Source: an optimization exercise on an open RTL-to-GDS flow (aim: small area, a short achievable clock period and few clock cycles per item). Production flows keep margins and buffers that such runs may drop.
In this exercise RTL edits were held to simulation tests only and were not proved equivalent to the original.

## div_top
module div_top (
  input         clk,
  input         rst,
  input         in_valid,
  output        in_ready,
  input  [63:0] dividend,
  input  [31:0] divisor,
  output        out_valid,
  output [32:0] quotient
);
Size: ~6500 cells after synthesis, roughly 410 flip-flops, roughly 130 I/O pins, about 50000 um2 of cells after synthesis.
Settings: LEC_CHECK=0, ABC_AREA=1, CAP_MARGIN=20, CORE_MARGIN=2, CORE_UTILIZATION=55, CTS_BUF_LIST=sky130_fd_sc_hd__clkbuf_8, CTS_CLUSTER_DIAMETER=60, CTS_CLUSTER_SIZE=15, SETUP_SLACK_MARGIN=3, SLEW_MARGIN=20; clock period 175.0 ns.
standard.sh (not shown) runs the stock make flow with config.mk's settings and CLKGATE_MAP_FILE= SYNTH_SCRIPT=/design/flow/synth_recipe.tcl, a recipe that flattens the netlist after the stock synthesis.
==> flow/flow/run.sh <==
#!/bin/bash
# Standard layout, except that the port buffers are buf_2 cells instead of
# the default pick (a delay buffer), which shortens every input and output path.
set -e
export BUFFER_PORTS_ARGS="-buffer_cell sky130_fd_sc_hd__buf_2"
bash standard.sh > standard.log 2>&1
The first run went through all stages and came out clean.
Testbench counts at the start, summed over its fixed seeds: cycles 3,232, items 3,200.
Rerun with:
==> flow/run.sh (new file) <==
#!/bin/bash
# synth_recipe.tcl (not shown) runs the flow's synth.tcl, then flattens the netlist and writes it again
# the make line also repeats each setting of config.mk as NAME=value (left out here)
make -C /OpenROAD-flow-scripts/flow DESIGN_CONFIG=/design/flow/config.mk WORK_HOME=/design/flow/orfs CLKGATE_MAP_FILE= SYNTH_SCRIPT=/design/flow/synth_recipe.tcl finish
CTS_BUF_LIST = not set   (was sky130_fd_sc_hd__clkbuf_8)
CTS_CLUSTER_DIAMETER = 50   (was 60)
CTS_CLUSTER_SIZE = 10   (was 15)
removed: flow/flow/run.sh
removed: flow/standard.sh
=>
- The new run completed with no timing, DRC or antenna violations
- final area rose by 2.9%
- worst hold slack degrades by 7.1 ps
- routed wire length is about the same
- non-clock buffer count falls by 4
Rerun with:
==> flow/flow/run.sh (new file) <==
#!/bin/bash
# Standard layout, except that the port buffers are buf_2 cells instead of
# the default pick (a delay buffer), which shortens every input and output path.
set -e
export BUFFER_PORTS_ARGS="-buffer_cell sky130_fd_sc_hd__buf_2"
bash standard.sh > standard.log 2>&1
==> flow/standard.sh (new file) <==
#!/bin/bash
# synth_recipe.tcl (not shown) runs the flow's synth.tcl, then flattens the netlist and writes it again
# the make line also repeats each setting of config.mk as NAME=value (left out here)
make -C /OpenROAD-flow-scripts/flow DESIGN_CONFIG=/design/flow/config.mk WORK_HOME=/design/flow/orfs CLKGATE_MAP_FILE= SYNTH_SCRIPT=/design/flow/synth_recipe.tcl "${@:-finish}"
CTS_BUF_LIST = sky130_fd_sc_hd__clkbuf_16   (was not set)
CTS_CLUSTER_DIAMETER = 100   (was 50)
CTS_CLUSTER_SIZE = 30   (was 10)
removed: flow/run.sh
Via count goes down by 0.64%.
Design area decreases by 2.9%.
Count of clock-buffer cells in the layout drops by 39.
Worst setup slack gets better by 390 ps.
Final cell count falls by 0.51%.
Rerun with:
==> flow/run.sh (new file) <==
#!/bin/bash
# synth_recipe.tcl (not shown) runs the flow's synth.tcl, then flattens the netlist and writes it again
# the make line also repeats each setting of config.mk as NAME=value (left out here)
make -C /OpenROAD-flow-scripts/flow DESIGN_CONFIG=/design/flow/config.mk WORK_HOME=/design/flow/orfs CLKGATE_MAP_FILE= SYNTH_SCRIPT=/design/flow/synth_recipe.tcl finish
CTS_BUF_LIST = sky130_fd_sc_hd__clkbuf_8 sky130_fd_sc_hd__clkbuf_16   (was sky130_fd_sc_hd__clkbuf_16)
CTS_CLUSTER_DIAMETER = 80   (was 100)
CTS_CLUSTER_SIZE = 20   (was 30)
removed: flow/flow/run.sh
removed: flow/standard.sh
Outcome: Wire length stays flat. Die area is unchanged. Worst hold slack gains 9.8 ps. Via count increases by 0.64%. Final area increases by 1.5%. Area after synthesis stays the same. Final cell count hardly moves. Critical path depth does not change.


== trial 72 ==
Starting RTL as in the previous note.
Settings: LEC_CHECK=0, ABC_AREA=1, CAP_MARGIN=20, CORE_MARGIN=2, CORE_UTILIZATION=55, CTS_BUF_LIST=sky130_fd_sc_hd__clkbuf_8, CTS_CLUSTER_DIAMETER=60, CTS_CLUSTER_SIZE=15, SETUP_SLACK_MARGIN=3, SLEW_MARGIN=20; clock period 175.0 ns.
run.sh (not shown) runs the stock make flow with config.mk's settings and CLKGATE_MAP_FILE= SYNTH_SCRIPT=/design/flow/synth_recipe.tcl, a recipe that flattens the netlist after the stock synthesis.
Stock flow here: none of the scripts above is used.
Having completed the whole flow, trial 72 delivered a layout that passed the timing, DRC and antenna checks.
Testbench counts of trial 72, summed over its fixed seeds: cycles 3,232, items 3,200.
## Diff of input files: trial 84 against trial 72
# trial 72
export LEC_CHECK = 0
export ABC_AREA = 1
export CAP_MARGIN = 20
export CORE_MARGIN = 2
export CORE_UTILIZATION = 55
export CTS_BUF_LIST = sky130_fd_sc_hd__clkbuf_8
export CTS_CLUSTER_DIAMETER = 60
export CTS_CLUSTER_SIZE = 15
export SETUP_SLACK_MARGIN = 3
export SLEW_MARGIN = 20
create_clock -name core_clock -period 175.0 [get_ports {clk}]
# trial 84
export LEC_CHECK = 0
export ABC_AREA = 1
export CAP_MARGIN = 20
export CORE_MARGIN = 2
export CORE_UTILIZATION = 70
export CTS_CLUSTER_DIAMETER = 50
export CTS_CLUSTER_SIZE = 10
export SETUP_SLACK_MARGIN = 3
export SLEW_MARGIN = 20
create_clock -name core_clock -period 175.0 [get_ports {clk}]
--- outcome ---
Compare trial 72 and trial 84 | antenna diode instance count lower: trial 84. Global-route usage: trial 84 vs trial 72 up 8.6 points. In terms of share of the final layout cell area in sequential cells, trial 72 and trial 84 differ only marginally. The number of tapcells of trial 84 falls short of that of trial 72 by 20%. Trial 84 vs. trial 72: worst setup slack +0.044 ns, starting DRC count in detailed routing +34%. Relative to trial 72, met1 layer usage reported by global route has gone up in trial 84. Of trial 72 and trial 84, trial 84 shows the higher via count of the first global-routing pass, with trial 72 below it. Trial 72 and trial 84 ended up with nearly the same area occupied by multi-input gates.

what the ideal ports hide:
How much do the figures lean on ideal ports? The routed layouts below were timed once more, with nothing changed but the port constraints.
Step 1, drivers: a clkbuf_16 drives clk and a buf_2 each remaining input, both assumed.
Step 2 also shifts input and output timing later by t, the mid clock arrival at the registers, as if the neighbouring blocks saw the same clock.
Three values: ideal, step 1, step 2; two values: the first two.
| run | t, ns | setup WS [ns] | worst setup path after step 2 | worst data-port slew with drivers (ns) | cell pins on the clock port's net |
|---|---|---|---|---|---|
| the first run of note 1 | 0.781 | 138.800 / 138.733 / 139.514 | register to output | 0.04 | 1 |
| the second run of note 1 | 0.706 | 138.507 / 138.439 / 139.145 | register to output | 0.04 | 1 |
| the third run of note 1 | 0.688 | 138.896 / 138.824 / 139.511 | register to output | 0.04 | 1 |
| the fourth run of note 1 | 0.718 | 138.493 / 138.423 / 139.141 | register to output | 0.04 | 1 |
| trial 72 | 0.766 | 138.436 / 138.371 / 139.137 | register to output | 0.04 | 1 |
| trial 84 | 0.689 | 138.480 / 138.408 / 139.096 | register to output | 0.05 | 1 |
After both steps setup and hold are still met in every run listed.
